This design comes from an exercise in tuning for small area, a short achievable clock period and few clock cycles per item on the open sky130 flow, not from production work. The RTL was checked by simulation tests, not by an equivalence proof against the original design.

run 1:
==> module dig10, before the edit <==
module dig10(
	input  [3:0] d,
	input  [3:0] e,
	output [6:0] y
);
wire [5:0] d5;		 
assign d5[1:0] = d[1:0];
radd #(4) a0(.a({2'b00, d[3:2]}), .b(d), .ci(1'b0), .s(d5[5:2]), .co());
assign y[0] = e[0];
radd #(6) a1(.a(d5), .b({3'b000, e[3:1]}), .ci(1'b0), .s(y[6:1]), .co());
endmodule
==> module bcd_calc, before the edit <==
module bcd_calc(
	input clk,
	input rst,
	input in_valid,
	input [19:0] in_a,
	input [19:0] in_b,
	input [1:0] in_op,        
	output in_ready,
	output out_valid,
	output [19:0] out_result,
	output out_error
);
localparam K1 = 2;
localparam K2 = 6;
localparam K3 = 10;
assign in_ready = 1'b1;
reg [5:0] vp;
always @(posedge clk)
	if (rst) vp <= 6'd0;
	else vp <= {vp[4:0], in_valid};
assign out_valid = vp[5];
reg [15:0] a0, b0;
reg sa0, sb0;
reg [1:0] op0;
always @(posedge clk) begin
	a0 <= in_a[15:0];
	b0 <= in_b[15:0];
	sa0 <= in_a[16];	 
	sb0 <= in_b[16];
	op0 <= in_op;
end
wire [13:0] ma, mb;
bcd2n ca(a0, ma);
bcd2n cb(b0, mb);
wire gt = a0 > b0;
wire is_div0 = op0 == 2'd3;
wire is_mul0 = op0 == 2'd2;
wire is_add0 = ~op0[1];
wire esb = sb0 ^ op0[0];
wire diff = sa0 ^ esb;		 
wire sub_b = is_div0 | (is_add0 & diff & gt);
wire inv_a = is_add0 & diff & ~gt;
wire cin0 = is_div0 | (is_add0 & diff);
wire sign0 = is_add0 ? ((~diff | gt) ? sa0 : esb) : (sa0 ^ sb0);
wire [14:0] bor;	 
assign bor[14] = 1'b0;
genvar i;
generate for (i = 13; i >= 0; i = i - 1) begin : borg
	assign bor[i] = bor[i+1] | mb[i];
end endgenerate
wire m_hi = |(ma[13:1] & {bor[1], bor[2], bor[3], bor[4], bor[5], bor[6], bor[7],
	bor[8], bor[9], bor[10], bor[11], bor[12], bor[13]});
wire err0 = (is_div0 & (b0 == 16'd0)) | (is_mul0 & m_hi);
wire [13:0] xs [0:14];
wire [13:0] zs [0:14];
wire [13:0] ys [0:14];
wire [5:0]  fs [0:14];	 
assign xs[0] = 14'd0;
assign zs[0] = ma;
assign ys[0] = mb ^ {14{sub_b}};
assign fs[0] = {is_div0, is_mul0, inv_a, cin0, err0, sign0};
genvar k;
generate for (k = 1; k <= 14; k = k + 1) begin : row
	wire [13:0] xi, zi, yi;
	wire [5:0] fi;
	if (k - 1 == K1 || k - 1 == K2 || k - 1 == K3) begin : cut
		reg [13:0] xr, zr, yr;
		reg [5:0] fr;
		always @(posedge clk) begin
			xr <= xs[k-1];
			zr <= zs[k-1];
			yr <= ys[k-1];
			fr <= fs[k-1];
		end
		assign xi = xr; assign zi = zr; assign yi = yr; assign fi = fr;
	end else begin : nocut
		assign xi = xs[k-1]; assign zi = zs[k-1]; assign yi = ys[k-1]; assign fi = fs[k-1];
	end
	wire f_div = fi[5], f_mul = fi[4], f_inva = fi[3], f_cin = fi[2];
	wire zb = zi[13];
	wire inj = ~f_mul & (zb ^ f_inva);
	wire [k-1:0] p;
	if (k == 1) begin : p1
		assign p = inj;
	end else begin : pk
		assign p = {xi[k-2:0], inj};
	end
	wire [k-1:0] s;
	wire co;
	radd #(.W(k), .FAST(1)) ad(.a(p), .b(yi[k-1:0]), .ci(f_cin), .s(s), .co(co));
	wire yok;	 
	if (k == 14) begin : yk14
		assign yok = 1'b1;
	end else begin : ykn
		assign yok = &yi[13:k];
	end
	wire q = co & yok;
	wire sel = f_div ? q : f_mul ? zb : ((k == 14) & ~f_div & ~f_mul);
	wire [k-1:0] xo = sel ? s : p;
	if (k == 14) begin : x14
		assign xs[k] = xo;
	end else begin : xk
		assign xs[k] = {{(14-k){1'b0}}, xo};
	end
	assign zs[k] = {zi[12:0], q};
	assign ys[k] = yi;
	wire ovf = (f_mul & zb & co) | ((k == 14) & ~f_div & ~f_mul & ~f_cin & co);
	assign fs[k] = {fi[5:2], fi[1] | ovf, fi[0]};
end endgenerate
wire [5:0] ff = fs[14];
wire [13:0] mag = ff[5] ? zs[14] : xs[14];
reg [13:0] mag4;
reg err4, sg4;
always @(posedge clk) begin
	mag4 <= mag;
	err4 <= ff[1];
	sg4 <= ff[0];
end
wire err = err4 | (mag4 > 14'd9999);
wire [15:0] dig;
n2bcd cv(mag4, dig);
reg [15:0] res5;
reg neg5, err5;
always @(posedge clk) begin
	res5 <= err ? 16'd0 : dig;
	neg5 <= sg4 & (mag4 != 14'd0) & ~err;
	err5 <= err;
end
assign out_result = {1'b0, neg5, 1'b0, neg5, res5};
assign out_error = err5;
endmodule
==> flow/config.mk <==
export PLATFORM = sky130hd
export DESIGN_NAME = bcd_calc
export DESIGN_NICKNAME = bcd_calc
export VERILOG_FILES = /design/flow/design.v
export SDC_FILE = /design/flow/constraint.sdc
export NUM_CORES = 4
export LEC_CHECK = 0
export ABC_AREA = 1
export CAP_MARGIN = 20
export CORE_MARGIN = 2
export CORE_UTILIZATION = 40
export PLACE_DENSITY = 0.6
export SLEW_MARGIN = 20
==> flow/constraint.sdc <==
create_clock -name core_clock -period 42.0 [get_ports {clk}]
set_input_delay 8.4000 -clock core_clock [delete_from_list [all_inputs] [get_ports {clk}]]
set_output_delay 8.4000 -clock core_clock [all_outputs]
set_load 0.01 [all_outputs]
standard.sh (not shown) runs the stock make flow with config.mk's settings and CLKGATE_MAP_FILE= SYNTH_SCRIPT=/design/flow/synth_recipe.tcl, a recipe that flattens the netlist after the stock synthesis.
==> flow/flow/run.sh <==
#!/bin/bash
# Own layout flow: the standard ORFS flow (standard.sh), with the port
# buffers made from sky130_fd_sc_hd__buf_2 cells instead of the cell
# buffer_ports picks by default. Each ORFS step logs to orfs/logs/; the make
# output goes to flow.log in this folder.
set -euo pipefail
bash standard.sh "BUFFER_PORTS_ARGS=-buffer_cell sky130_fd_sc_hd__buf_2" finish > flow.log 2>&1
Run 1 closes out successfully: all stages finished, all timing, DRC and antenna checks passed.
Testbench counts of run 1, summed over its fixed seeds: cycles 8,048, items 8,000.
For run 2, these inputs were changed with respect to run 1:
--- a/flow/design.v
+++ b/flow/design.v
@@ -23,15 +23,15 @@
 module dig10(
 	input  [3:0] d,
 	input  [3:0] e,
 	output [6:0] y
 );
-wire [5:0] d5;		 
-assign d5[1:0] = d[1:0];
-radd #(4) a0(.a({2'b00, d[3:2]}), .b(d), .ci(1'b0), .s(d5[5:2]), .co());
+wire c4 = d[2] & d[0];
+wire c5 = d[1] & c4;
+wire [6:0] d10 = {d[3] | (d[2] & c5), d[2] ^ c5, d[3] | (d[1] ^ c4), d[2] ^ d[0], d[1], d[0], 1'b0};
 assign y[0] = e[0];
-radd #(6) a1(.a(d5), .b({3'b000, e[3:1]}), .ci(1'b0), .s(y[6:1]), .co());
+radd #(6) a1(.a(d10[6:1]), .b({3'b000, e[3:1]}), .ci(1'b0), .s(y[6:1]), .co());
 endmodule
 module bcd2n(
 	input  [15:0] bcd,
 	output [13:0] n
 );
@@ -109,19 +109,20 @@
 	op0 <= in_op;
 end
 wire [13:0] ma, mb;
 bcd2n ca(a0, ma);
 bcd2n cb(b0, mb);
-wire gt = a0 > b0;
+wire gt;	 
+radd #(14) cmp(.a(ma), .b(~mb), .ci(1'b0), .s(), .co(gt));
 wire is_div0 = op0 == 2'd3;
 wire is_mul0 = op0 == 2'd2;
 wire is_add0 = ~op0[1];
 wire esb = sb0 ^ op0[0];
 wire diff = sa0 ^ esb;		 
-wire sub_b = is_div0 | (is_add0 & diff & gt);
-wire inv_a = is_add0 & diff & ~gt;
-wire cin0 = is_div0 | (is_add0 & diff);
+wire sub_b = is_div0 | (is_add0 & diff);
+wire inv_r = is_add0 & diff & ~gt;	 
+wire cin0 = is_div0 | (is_add0 & diff & gt);
 wire sign0 = is_add0 ? ((~diff | gt) ? sa0 : esb) : (sa0 ^ sb0);
 wire [14:0] bor;	 
 assign bor[14] = 1'b0;
 genvar i;
 generate for (i = 13; i >= 0; i = i - 1) begin : borg
@@ -135,11 +136,11 @@
 wire [13:0] ys [0:14];
 wire [5:0]  fs [0:14];	 
 assign xs[0] = 14'd0;
 assign zs[0] = ma;
 assign ys[0] = mb ^ {14{sub_b}};
-assign fs[0] = {is_div0, is_mul0, inv_a, cin0, err0, sign0};
+assign fs[0] = {is_div0, is_mul0, inv_r, cin0, err0, sign0};
 genvar k;
 generate for (k = 1; k <= 14; k = k + 1) begin : row
 	wire [13:0] xi, zi, yi;
 	wire [5:0] fi;
 	if (k - 1 == K1 || k - 1 == K2 || k - 1 == K3) begin : cut
@@ -153,22 +154,23 @@
 		end
 		assign xi = xr; assign zi = zr; assign yi = yr; assign fi = fr;
 	end else begin : nocut
 		assign xi = xs[k-1]; assign zi = zs[k-1]; assign yi = ys[k-1]; assign fi = fs[k-1];
 	end
-	wire f_div = fi[5], f_mul = fi[4], f_inva = fi[3], f_cin = fi[2];
+	wire f_div = fi[5], f_mul = fi[4], f_cin = fi[2];
 	wire zb = zi[13];
-	wire inj = ~f_mul & (zb ^ f_inva);
+	wire inj = ~f_mul & zb;
 	wire [k-1:0] p;
 	if (k == 1) begin : p1
 		assign p = inj;
 	end else begin : pk
 		assign p = {xi[k-2:0], inj};
 	end
 	wire [k-1:0] s;
 	wire co;
-	radd #(.W(k), .FAST(1)) ad(.a(p), .b(yi[k-1:0]), .ci(f_cin), .s(s), .co(co));
+	wire ci = (k == 14) ? f_cin : f_div;
+	radd #(.W(k), .FAST(1)) ad(.a(p), .b(yi[k-1:0]), .ci(ci), .s(s), .co(co));
 	wire yok;	 
 	if (k == 14) begin : yk14
 		assign yok = 1'b1;
 	end else begin : ykn
 		assign yok = &yi[13:k];
@@ -187,24 +189,26 @@
 	assign fs[k] = {fi[5:2], fi[1] | ovf, fi[0]};
 end endgenerate
 wire [5:0] ff = fs[14];
 wire [13:0] mag = ff[5] ? zs[14] : xs[14];
 reg [13:0] mag4;
-reg err4, sg4;
+reg err4, sg4, inv4;
 always @(posedge clk) begin
 	mag4 <= mag;
+	inv4 <= ff[3];
 	err4 <= ff[1];
 	sg4 <= ff[0];
 end
-wire err = err4 | (mag4 > 14'd9999);
+wire [13:0] m = mag4 ^ {14{inv4}};
+wire err = err4 | (m > 14'd9999);
 wire [15:0] dig;
-n2bcd cv(mag4, dig);
+n2bcd cv(m, dig);
 reg [15:0] res5;
 reg neg5, err5;
 always @(posedge clk) begin
 	res5 <= err ? 16'd0 : dig;
-	neg5 <= sg4 & (mag4 != 14'd0) & ~err;
+	neg5 <= sg4 & (m != 14'd0) & ~err;
 	err5 <= err;
 end
 assign out_result = {1'b0, neg5, 1'b0, neg5, res5};
 assign out_error = err5;
 endmodule
## What came out
The final layout from run 2, which completed every stage, passed the timing, design-rule and antenna checks at the end of the flow. Run 2 vs. run 1: number of cells traversed by the worst register-to-register path grew by 4; multiplexer area fraction after synthesis held steady. Run 2 vs. run 1: synthesized area decreased by 560 sq um relative to the old numbers; post-detailed-route via-to-cell ratio went up by 0.098; cell area went down by 3.4%; routed length on met2 fell by 4.7%. Total routing usage reported by global routing, run 2 and run 1: smaller value in run 2. Diff run 1..run 2 | final routed DRC violation total | unchanged. Total of flip-flops plus latches after synthesis delta for run 2 relative to run 1: 0.51% higher. Distinct cell type count after synthesis (run 2 vs. run 1) decreases slightly. Run 2: delay of the slowest cell on the worst path 20 ps above run 1. For final cycle utilization of the critical path, run 2 and run 1 come out practically identical.
Testbench counts of run 2, summed over its fixed seeds: cycles 8,048, items 8,000.

port drivers added, routing unchanged:
Ports are ideal in the flow. The routed layouts listed here were re-timed in OpenROAD.
Step 1: set_driving_cell puts a clkbuf_16 on clk and a buf_2 on each other input, an assumption about the parent block.
Step 2 times the ports against the registers' clock, not the clock port: input delays grow and output delays shrink by t, the midpoint of the rising clock arrivals with the driver on.
Three values: ideal, step 1, step 2; two values: the first two.
run	t (ns)	slack for setup (ns)	clock arrival spread, ns	worst slew at a driven data input, ns
run 1	0.496	32.705 / 32.655 / 33.152	0.015 / 0.015	0.03
run 2	0.485	32.696 / 32.645 / 32.993	0.011 / 0.011	0.03
After both steps every run listed still meets setup and hold.
